Source: an optimization exercise on an open RTL-to-GDS flow (aim: small area and a short achievable clock period). Production flows keep margins and buffers that such runs may drop.
Where RTL was checked, it was by simulation tests only, not by an equivalence proof against the original.
No activity file was given, so power comes from the tool's default toggle rates.

==> module uart_tx, before the edit <==
module uart_tx (
    input  wire        rst,
    input  wire        clk,
    input  wire [7:0]  data,
    input  wire [24:0] b,
    input  wire        z,
    input  wire        valid,
    input  wire [1:0]  stop_bits,
    input  wire        parity_en,
    input  wire        parity_type,  
    output wire        ready,
    output wire        tx
);
localparam [1:0] START = 2'd0, DATA = 2'd1, PARITY = 2'd2, STOP = 2'd3;
reg [1:0]  state;
reg [8:0]  shift_reg;    
reg        parity_bit;
wire [2:0] ph = shift_reg[3:1];
reg        valid_prev;
reg        rdy;          
reg        busy_o;       
reg        tx_n;         
assign ready = ~busy_o;
assign tx    = ~tx_n;
wire   busy  = ~rdy;
reg [24:0] d;
reg        neg;
wire last = busy & neg & ~z;    
reg tick;
reg fb;
always @(*) begin
    tick = 1'b1;
    fb   = 1'b0;
    if (state == STOP) begin
        case ({parity_en, stop_bits})
            3'b100:         begin tick = 1'b1;                     fb = 1'b0;             end  
            3'b101, 3'b000: begin tick = ph[0];                    fb = ~ph[0];           end  
            3'b110:         begin tick = ~ph[0];                   fb = ~(ph[1] | ph[0]); end  
            3'b001:         begin tick = ph[1];                    fb = ~(ph[1] | ph[0]); end  
            default:        begin tick = ~ph[1] & (ph[0] | ph[2]); fb = ~(ph[2] | ph[1]); end  
        endcase
    end
end
wire        reload = ~busy | last;
wire [24:0] d_next;
wire        neg_next;
uart_acc acc (
    .d(d), .load(reload), .b(b), .sub1(~reload & tick), .sub2(reload),
    .q(d_next), .neg(neg_next)
);
wire start = ~busy & valid & ~valid_prev;
always @(posedge clk or posedge rst) begin
    if (rst) begin
        tx_n       <= 1'b0;
        busy_o     <= 1'b0;
        rdy        <= 1'b1;
        valid_prev <= 1'b0;
    end else begin
        valid_prev <= valid;
        if (!busy) begin
            tx_n <= 1'b0;
            if (start) begin
                busy_o <= 1'b1;
                rdy    <= 1'b0;
            end
        end else begin
            case (state)
                START:   tx_n <= 1'b1;
                DATA:    tx_n <= ~shift_reg[0];
                PARITY:  tx_n <= ~parity_bit;
                default: tx_n <= 1'b0;
            endcase
            if (last && state == STOP) begin
                busy_o <= 1'b0;
                rdy    <= 1'b1;
            end
        end
    end
end
always @(posedge clk) begin
    d   <= d_next;
    neg <= neg_next;
    if (!busy) state <= START;
    else if (last) begin
        case (state)
            START:   state <= DATA;
            DATA:    if (shift_reg[8:2] == 7'd0) state <= parity_en ? PARITY : STOP;
            PARITY:  state <= STOP;
            default: ;
        endcase
    end
    if (!busy) begin
        if (start) begin
            shift_reg  <= {1'b1, data};
            parity_bit <= parity_type;
        end
    end else if (last) begin
        if (state == DATA) begin
            shift_reg  <= {1'b0, shift_reg[8:1]};
            parity_bit <= parity_bit ^ shift_reg[0];
        end
    end else if (state == STOP) begin
        shift_reg[3:1] <= {ph[1:0], fb};
    end
end
endmodule
clock: 120.0 ns
lec_check: 0
cap_margin: 20
core_margin: 2
core_utilization: 60
cts_buf_list: sky130_fd_sc_hd__clkbuf_4
cts_cluster_diameter: 100
cts_cluster_size: 30
place_density: 0.7
slew_margin: 20
standard.sh (not shown) runs the stock make flow with config.mk's settings and CLKGATE_MAP_FILE= SYNTH_SCRIPT=/design/flow/synth_recipe.tcl, a recipe that flattens the netlist after the stock synthesis.
==> flow/flow/run.sh <==
#!/bin/bash
# The standard layout (standard.sh: the standard flow's synthesis and ORFS flow) with two
# changes:
#  - the port buffers that placement inserts on every input and output are
#    sky130_fd_sc_hd__buf_1 instead of the default buffer cell;
set -euo pipefail
export BUFFER_PORTS_ARGS="-buffer_cell sky130_fd_sc_hd__buf_1"
export CTS_ARGS="-sink_clustering_enable -repair_clock_nets -sink_clustering_size 30 -sink_clustering_max_diameter 100 -buf_list sky130_fd_sc_hd__clkbuf_4 -dont_use_dummy_load"
bash standard.sh > standard.log 2>&1
Edit:
--- a/flow/design.v
+++ b/flow/design.v
@@ -14,9 +14,9 @@
 localparam [1:0] START = 2'd0, DATA = 2'd1, PARITY = 2'd2, STOP = 2'd3;
 reg [1:0]  state;
 reg [8:0]  shift_reg;    
 reg        parity_bit;
-wire [2:0] ph = shift_reg[3:1];
+reg [2:0]  ph;           
 reg        valid_prev;
 reg        rdy;          
 reg        busy_o;       
 reg        tx_n;         
@@ -89,8 +89,9 @@
             default: ;
         endcase
     end
     if (!busy) begin
+        ph <= 3'd0;
         if (start) begin
             shift_reg  <= {1'b1, data};
             parity_bit <= parity_type;
         end
@@ -99,9 +100,9 @@
             shift_reg  <= {1'b0, shift_reg[8:1]};
             parity_bit <= parity_bit ^ shift_reg[0];
         end
     end else if (state == STOP) begin
-        shift_reg[3:1] <= {ph[1:0], fb};
+        ph <= {ph[1:0], fb};
     end
 end
 endmodule
 module uart_rx (
The changed run ran to the end with no violations.
Design area climbs by 1.2%.
Combinational power rose to 2.6 times its value.
Power grows by 52%.
Clock skew came out higher by 0.015 ns.
Sequential share of layout area came out higher by 0.46 points.
Flip-flop and latch count grows by 3.
Critical path depth stays the same.
Clock power is about the same.
Worst setup slack is better by 0.071 ns.
Routed wire length went down by about 4%.
Area after synthesis rose by about 0.7%.
Non-clock buffer count came out higher by 1.


trial 68:
The RTL this note starts from:
==> flow/design.v <==
module uart_tx (
    input  wire        rst,
    input  wire        clk,
    input  wire [7:0]  data,
    input  wire [24:0] b,
    input  wire        z,
    input  wire        valid,
    input  wire [1:0]  stop_bits,
    input  wire        parity_en,
    input  wire        parity_type,  
    output wire        ready,
    output wire        tx
);
localparam [1:0] START = 2'd0, DATA = 2'd1, PARITY = 2'd2, STOP = 2'd3;
reg [1:0]  state;
reg [7:0]  shift_reg;
reg        parity_bit;   
reg [2:0]  cnt;          
reg        valid_prev;
reg        rdy;          
reg        busy_o;       
reg        tx_n;         
reg [24:0] d;            
reg        neg;          
assign ready = ~busy_o;
assign tx    = ~tx_n;
wire   busy  = ~rdy;
wire   last  = busy & neg & ~z;
reg       tick;
reg [2:0] cmax;
always @(*) begin
    tick = 1'b1;
    cmax = 3'd0;
    if (state == STOP) begin
        case ({parity_en, stop_bits})
            3'b100:         begin tick = 1'b1;                          cmax = 3'd0; end  
            3'b101, 3'b000: begin tick = (cnt == 3'd1);                 cmax = 3'd1; end  
            3'b110:         begin tick = (cnt != 3'd1);                 cmax = 3'd2; end  
            3'b001:         begin tick = (cnt == 3'd2);                 cmax = 3'd2; end  
            default:        begin tick = (cnt == 3'd1) | (cnt == 3'd4); cmax = 3'd4; end  
        endcase
    end
end
wire        reload = ~busy | last;
wire [24:0] d_next;
wire        neg_next;
uart_acc acc (
    .d(d), .load(reload), .b(b), .sub1(~reload & tick), .sub2(reload),
    .q(d_next), .neg(neg_next)
);
wire start = ~busy & valid & ~valid_prev;
always @(posedge clk or posedge rst) begin
    if (rst) begin
        tx_n   <= 1'b0;
        busy_o <= 1'b0;
        rdy    <= 1'b1;
    end else begin
        if (!busy) begin
            tx_n <= 1'b0;
            if (start) begin
                busy_o <= 1'b1;
                rdy    <= 1'b0;
            end
        end else begin
            case (state)
                START:   tx_n <= 1'b1;
                DATA:    tx_n <= ~shift_reg[0];
                PARITY:  tx_n <= ~parity_bit;
                default: tx_n <= 1'b0;
            endcase
            if (last && state == STOP) begin
                busy_o <= 1'b0;
                rdy    <= 1'b1;
            end
        end
    end
end
always @(posedge clk) begin
    valid_prev <= valid;
    d   <= d_next;
    neg <= neg_next;
    if (!busy) state <= START;
    else if (last) begin
        case (state)
            START:   state <= DATA;
            DATA:    if (cnt == 3'd7) state <= parity_en ? PARITY : STOP;
            PARITY:  state <= STOP;
            default: ;
        endcase
    end
    if (!busy) begin
        cnt <= 3'd0;
        if (start) begin
            shift_reg  <= data;
            parity_bit <= parity_type;
        end
    end else if (last) begin
        if (state == DATA) begin
            shift_reg  <= {1'b0, shift_reg[7:1]};
            parity_bit <= parity_bit ^ shift_reg[0];
            cnt        <= cnt + 3'd1;
        end
    end else if (state == STOP) begin
        cnt <= (cnt == cmax) ? 3'd0 : cnt + 3'd1;
    end
end
endmodule
module uart_rx (
    input  wire        rst,
    input  wire        clk,
    input  wire        rx,
    input  wire [24:0] b,
    input  wire        z,
    input  wire        valid,
    input  wire [1:0]  stop_bits,
    input  wire        parity_en,
    input  wire        parity_type,
    output reg         parity_valid,
    output wire        ready,
    output reg  [7:0]  rx_data
);
localparam [2:0] IDLE = 3'd0, START = 3'd1, DATA = 3'd2, PARITY = 3'd3, STOP = 3'd4;
reg [2:0]  state;
reg [2:0]  cnt;          
reg        parity_bit;
reg        parity_calc;
reg        rx_prev;
reg        busy_o;       
reg [24:0] d;            
reg        neg;          
assign ready = ~busy_o;
reg       tick;
reg [2:0] cmax;
always @(*) begin
    tick = 1'b1;
    cmax = 3'd0;
    if (state == STOP) begin
        case (stop_bits)
            2'd1:    begin tick = (cnt == 3'd1); cmax = 3'd1; end  
            2'd2:    begin tick = (cnt != 3'd1); cmax = 3'd2; end  
            default: begin tick = 1'b1;          cmax = 3'd0; end  
        endcase
    end
end
wire in_start = (state == START);
wire idle     = (state == IDLE);
wire last     = neg & ~z & ~idle;
wire [26:0] x = idle ? {2'b00, b} : last ? 27'd0 : {2'b00, d};
wire [26:0] y = (idle | in_start | last) ? {1'b0, b, 1'b0} : tick ? {2'b00, b} : 27'd0;
wire [27:0] c;
assign c[0] = 1'b0;
genvar i;
generate
    for (i = 0; i < 27; i = i + 1) begin : g
        assign c[i+1] = (x[i] & y[i]) | (x[i] & c[i]) | (y[i] & c[i]);
    end
endgenerate
wire [26:0] s = x ^ y ^ c[26:0];
localparam [26:0] K = 27'd109217727;
wire [27:0] gc;
assign gc[0] = 1'b0;
generate
    for (i = 0; i < 27; i = i + 1) begin : g_gt
        assign gc[i+1] = K[i] ? (s[i] | gc[i]) : (s[i] & gc[i]);
    end
endgenerate
always @(posedge clk or posedge rst) begin
    if (rst) begin
        state       <= IDLE;
        rx_data     <= 8'd0;
        busy_o      <= 1'b0;
        parity_bit  <= 1'b0;
        parity_calc <= 1'b0;
    end else begin
        case (state)
            IDLE: begin
                busy_o  <= 1'b0;
                rx_data <= 8'd0;
                if (valid && rx_prev && !rx) begin
                    state       <= START;
                    parity_calc <= 1'b0;
                    busy_o      <= 1'b1;
                end
            end
            START: if (last) state <= (valid && !rx) ? DATA : IDLE;
            DATA: if (last) begin
                if (valid) begin
                    rx_data[cnt] <= rx;
                    parity_calc  <= parity_calc ^ rx;
                end
                if (cnt == 3'd7) state <= parity_en ? PARITY : STOP;
            end
            PARITY: if (last) begin
                if (valid) parity_bit <= rx;
                state <= STOP;
            end
            default: if (last) begin
                state  <= IDLE;
                busy_o <= 1'b0;
            end
        endcase
    end
end
always @(posedge clk) begin
    rx_prev      <= rx;
    parity_valid <= ~parity_en | (parity_calc ^ parity_bit ^ ~parity_type);
    d            <= s[24:0];
    neg          <= gc[27];
    if (idle || in_start) cnt <= 3'd0;
    else if (state == DATA) begin
        if (last) cnt <= cnt + 3'd1;
    end else if (state == STOP) begin
        if (!last) cnt <= (cnt == cmax) ? 3'd0 : cnt + 3'd1;
    end
end
endmodule
module uart_top (
    input  wire        clk,
    input  wire        rst,
    input  wire [31:0] baudrate,
    input  wire [1:0]  stop_bits,
    input  wire        parity_en,
    input  wire        parity_type,
    input  wire [7:0]  tx_data,
    input  wire        tx_valid,
    output wire        tx_ready,
    output wire        tx,
    input  wire        rx,
    input  wire        rx_valid,
    output wire        rx_ready,
    output wire [7:0]  rx_data,
    output wire        rx_parity_valid
);
reg [24:0] b;        
reg        b_hi;     
reg [1:0]  sb;
reg        pe;
always @(posedge clk) begin
    b    <= baudrate[24:0];
    b_hi <= |baudrate[31:25];
    sb   <= stop_bits;
    pe   <= parity_en;
end
wire z = b_hi | (b > 25'd25000000);    
uart_tx u_tx (
    .rst(rst), .clk(clk), .data(tx_data), .b(b), .z(z), .valid(tx_valid),
    .stop_bits(sb), .parity_en(pe), .parity_type(parity_type),
    .ready(tx_ready), .tx(tx)
);
uart_rx u_rx (
    .rst(rst), .clk(clk), .rx(rx), .b(b), .z(z), .valid(rx_valid),
    .stop_bits(sb), .parity_en(pe), .parity_type(parity_type),
    .parity_valid(rx_parity_valid), .ready(rx_ready), .rx_data(rx_data)
);
endmodule
module uart_acc (
    input  wire [24:0] d,
    input  wire        load,
    input  wire [24:0] b,
    input  wire        sub1,
    input  wire        sub2,
    output wire [24:0] q,
    output wire        neg
);
localparam [24:0] E0 = 25'd8554431;    
wire [26:0] x = {2'b11, load ? E0 : d};
wire [26:0] y = (sub1 ? {2'b00, b} : 27'd0) | (sub2 ? {1'b0, b, 1'b0} : 27'd0);
wire [27:0] c;
assign c[0] = 1'b0;
genvar i;
generate
    for (i = 0; i < 27; i = i + 1) begin : g
        assign c[i+1] = (x[i] & y[i]) | (x[i] & c[i]) | (y[i] & c[i]);
    end
endgenerate
wire [26:0] s = x ^ y ^ c[26:0];
assign q   = s[24:0];
assign neg = ~s[26];
endmodule
clock: 120.0 ns
lec_check: 0
cap_margin: 20
core_margin: 2
core_utilization: 60
cts_buf_list: sky130_fd_sc_hd__clkbuf_4
cts_cluster_diameter: 100
cts_cluster_size: 30
place_density: 0.7
slew_margin: 20
==> flow/flow/run.sh <==
#!/bin/bash
# The standard layout (standard.sh: the standard flow's synthesis and ORFS flow) with two
# changes:
#  - the port buffers that placement inserts on every input and output are
#    sky130_fd_sc_hd__buf_1 instead of the default buffer cell;
#  - clock tree synthesis uses clkbuf_4 buffers under a clkbuf_16 root and adds
#    no dummy loads for balancing (the rest as config.mk's CTS settings).
# make's full output goes to standard.log; ORFS keeps each tool's log under
# orfs/logs.
set -euo pipefail
export BUFFER_PORTS_ARGS="-buffer_cell sky130_fd_sc_hd__buf_1"
export CTS_ARGS="-sink_clustering_enable -repair_clock_nets -sink_clustering_size 30 -sink_clustering_max_diameter 100 -buf_list sky130_fd_sc_hd__clkbuf_4 -root_buf sky130_fd_sc_hd__clkbuf_16 -dont_use_dummy_load"
bash standard.sh > standard.log 2>&1
Input-level comparison between trial 73 and trial 68:
diff --git a/flow/design.v b/flow/design.v
--- a/flow/design.v
+++ b/flow/design.v
@@ -14,29 +14,29 @@
 localparam [1:0] START = 2'd0, DATA = 2'd1, PARITY = 2'd2, STOP = 2'd3;
 reg [1:0]  state;
 reg [7:0]  shift_reg;
-reg        parity_bit;   
+reg        parity_bit;
 reg [2:0]  cnt;          
 reg        valid_prev;
 reg        rdy;          
 reg        busy_o;       
 reg        tx_n;         
-reg [24:0] d;            
-reg        neg;          
 assign ready = ~busy_o;
 assign tx    = ~tx_n;
 wire   busy  = ~rdy;
-wire   last  = busy & neg & ~z;
+reg [24:0] d;
+reg        neg;
+wire last = busy & neg & ~z;    
 reg       tick;
-reg [2:0] cmax;
-always @(*) begin
+reg [2:0] cmax;          
+always @(*) begin        
     tick = 1'b1;
     cmax = 3'd0;
     if (state == STOP) begin
         case ({parity_en, stop_bits})
-            3'b100:         begin tick = 1'b1;                          cmax = 3'd0; end  
-            3'b101, 3'b000: begin tick = (cnt == 3'd1);                 cmax = 3'd1; end  
-            3'b110:         begin tick = (cnt != 3'd1);                 cmax = 3'd2; end  
-            3'b001:         begin tick = (cnt == 3'd2);                 cmax = 3'd2; end  
+            3'b100:         begin tick = 1'b1;                      cmax = 3'd0; end  
+            3'b101, 3'b000: begin tick = (cnt == 3'd1);             cmax = 3'd1; end  
+            3'b110:         begin tick = (cnt != 3'd1);             cmax = 3'd2; end  
+            3'b001:         begin tick = (cnt == 3'd2);             cmax = 3'd2; end  
             default:        begin tick = (cnt == 3'd1) | (cnt == 3'd4); cmax = 3'd4; end  
         endcase
     end
@@ -51,10 +51,12 @@
 wire start = ~busy & valid & ~valid_prev;
 always @(posedge clk or posedge rst) begin
     if (rst) begin
-        tx_n   <= 1'b0;
-        busy_o <= 1'b0;
-        rdy    <= 1'b1;
+        tx_n       <= 1'b0;
+        busy_o     <= 1'b0;
+        rdy        <= 1'b1;
+        valid_prev <= 1'b0;
     end else begin
+        valid_prev <= valid;
         if (!busy) begin
             tx_n <= 1'b0;
             if (start) begin
@@ -76,7 +78,6 @@
     end
 end
 always @(posedge clk) begin
-    valid_prev <= valid;
     d   <= d_next;
     neg <= neg_next;
     if (!busy) state <= START;
@@ -121,14 +122,14 @@
 );
 localparam [2:0] IDLE = 3'd0, START = 3'd1, DATA = 3'd2, PARITY = 3'd3, STOP = 3'd4;
 reg [2:0]  state;
-reg [2:0]  cnt;          
+reg [2:0]  cnt;
 reg        parity_bit;
 reg        parity_calc;
 reg        rx_prev;
 reg        busy_o;       
-reg [24:0] d;            
-reg        neg;          
 assign ready = ~busy_o;
+reg [24:0] d;
+reg        neg;
 reg       tick;
 reg [2:0] cmax;
 always @(*) begin
@@ -136,9 +137,9 @@
     cmax = 3'd0;
     if (state == STOP) begin
         case (stop_bits)
-            2'd1:    begin tick = (cnt == 3'd1); cmax = 3'd1; end  
-            2'd2:    begin tick = (cnt != 3'd1); cmax = 3'd2; end  
-            default: begin tick = 1'b1;          cmax = 3'd0; end  
+            2'd1:    begin tick = (cnt == 3'd1); cmax = 3'd1; end
+            2'd2:    begin tick = (cnt != 3'd1); cmax = 3'd2; end
+            default: begin tick = 1'b1;          cmax = 3'd0; end
         endcase
     end
 end
@@ -156,6 +157,7 @@
     end
 endgenerate
 wire [26:0] s = x ^ y ^ c[26:0];
+wire [24:0] d_next   = s[24:0];
 localparam [26:0] K = 27'd109217727;
 wire [27:0] gc;
 assign gc[0] = 1'b0;
@@ -164,6 +166,7 @@
         assign gc[i+1] = K[i] ? (s[i] | gc[i]) : (s[i] & gc[i]);
     end
 endgenerate
+wire        neg_next = gc[27];
 always @(posedge clk or posedge rst) begin
     if (rst) begin
         state       <= IDLE;
@@ -171,7 +174,9 @@
         busy_o      <= 1'b0;
         parity_bit  <= 1'b0;
         parity_calc <= 1'b0;
+        rx_prev     <= 1'b1;
     end else begin
+        rx_prev <= rx;
         case (state)
             IDLE: begin
                 busy_o  <= 1'b0;
@@ -184,10 +189,8 @@
             end
             START: if (last) state <= (valid && !rx) ? DATA : IDLE;
             DATA: if (last) begin
-                if (valid) begin
-                    rx_data[cnt] <= rx;
-                    parity_calc  <= parity_calc ^ rx;
-                end
+                rx_data[cnt] <= valid & rx;
+                parity_calc  <= parity_calc ^ (valid & rx);
                 if (cnt == 3'd7) state <= parity_en ? PARITY : STOP;
             end
             PARITY: if (last) begin
@@ -202,10 +205,9 @@
     end
 end
 always @(posedge clk) begin
-    rx_prev      <= rx;
-    parity_valid <= ~parity_en | (parity_calc ^ parity_bit ^ ~parity_type);
-    d            <= s[24:0];
-    neg          <= gc[27];
+    parity_valid <= ~parity_en | (parity_calc ^ parity_bit ^ ~parity_type);  
+    d   <= d_next;
+    neg <= neg_next;
     if (idle || in_start) cnt <= 3'd0;
     else if (state == DATA) begin
         if (last) cnt <= cnt + 3'd1;
@@ -241,7 +243,7 @@
     sb   <= stop_bits;
     pe   <= parity_en;
 end
-wire z = b_hi | (b > 25'd25000000);    
+wire z = b_hi | (b > 25'd25000000);
 uart_tx u_tx (
     .rst(rst), .clk(clk), .data(tx_data), .b(b), .z(z), .valid(tx_valid),
     .stop_bits(sb), .parity_en(pe), .parity_type(parity_type),
[summary]
Re number of nets in the synthesized netlist: trial 68 was lower than trial 73. Final cell count (trial 73 vs. trial 68) increases by a few percent. Trial 73 vs trial 68: leakage power up slightly. Data arrival time of the critical path: trial 73 higher than trial 68. Against trial 68, total power in trial 73 rose by more than a quarter. The run showing the greater simple logic cell fraction of the synthesized area is trial 68. Diff trial 73..trial 68 | final sum of negative setup slack | unchanged. On sequential share of layout area: between trial 73 and trial 68, it ends up higher for trial 68. Going from trial 68 to trial 73, setup slack after layout saw little to no change, sequential-to-total area share from yosys stat saw a decrease, area used by multi-input combinational logic saw an increase. For trial 73, the kind of critical path was primary input to flop, unlike trial 68, where it was flop to primary output.
No run of this note included a check of the RTL's function; only the layout flow was run.

static timing again, ports no longer ideal:
Ports are ideal in the flow. The routed layouts listed here were re-timed in OpenROAD. Step 1, drivers: a clkbuf_16 drives clk and a buf_2 each remaining input, both assumed. Step 2 moves the port delays by t, midway between the first and last clock arrival at a register: inputs arrive t later, outputs are due t later. That takes back most of the time a late clock gives input paths. Three values: ideal, step 1, step 2; two values: the first two.
run	shift t [ns]	setup WS [ns]	worst setup path at the end	slew at the worst register clock pin (ns)	worst slew at a driven data input, ns
the first run of note 1	0.538	94.871 / 94.839 / 94.454	input to register	0.10 / 0.10	0.04
the second run of note 1	0.511	94.942 / 94.911 / 94.658	input to register	0.11 / 0.11	0.03
trial 68	0.391	95.038 / 95.000 / 94.893	input to register	0.10 / 0.10	0.06
trial 73	0.396	95.038 / 95.008 / 94.659	input to register	0.11 / 0.11	0.05
After both steps setup and hold are still met in every run listed. The setup slack of the first run of note 1, which loses most, moves by -0.032 ns with the drivers and by -0.417 ns with both steps.
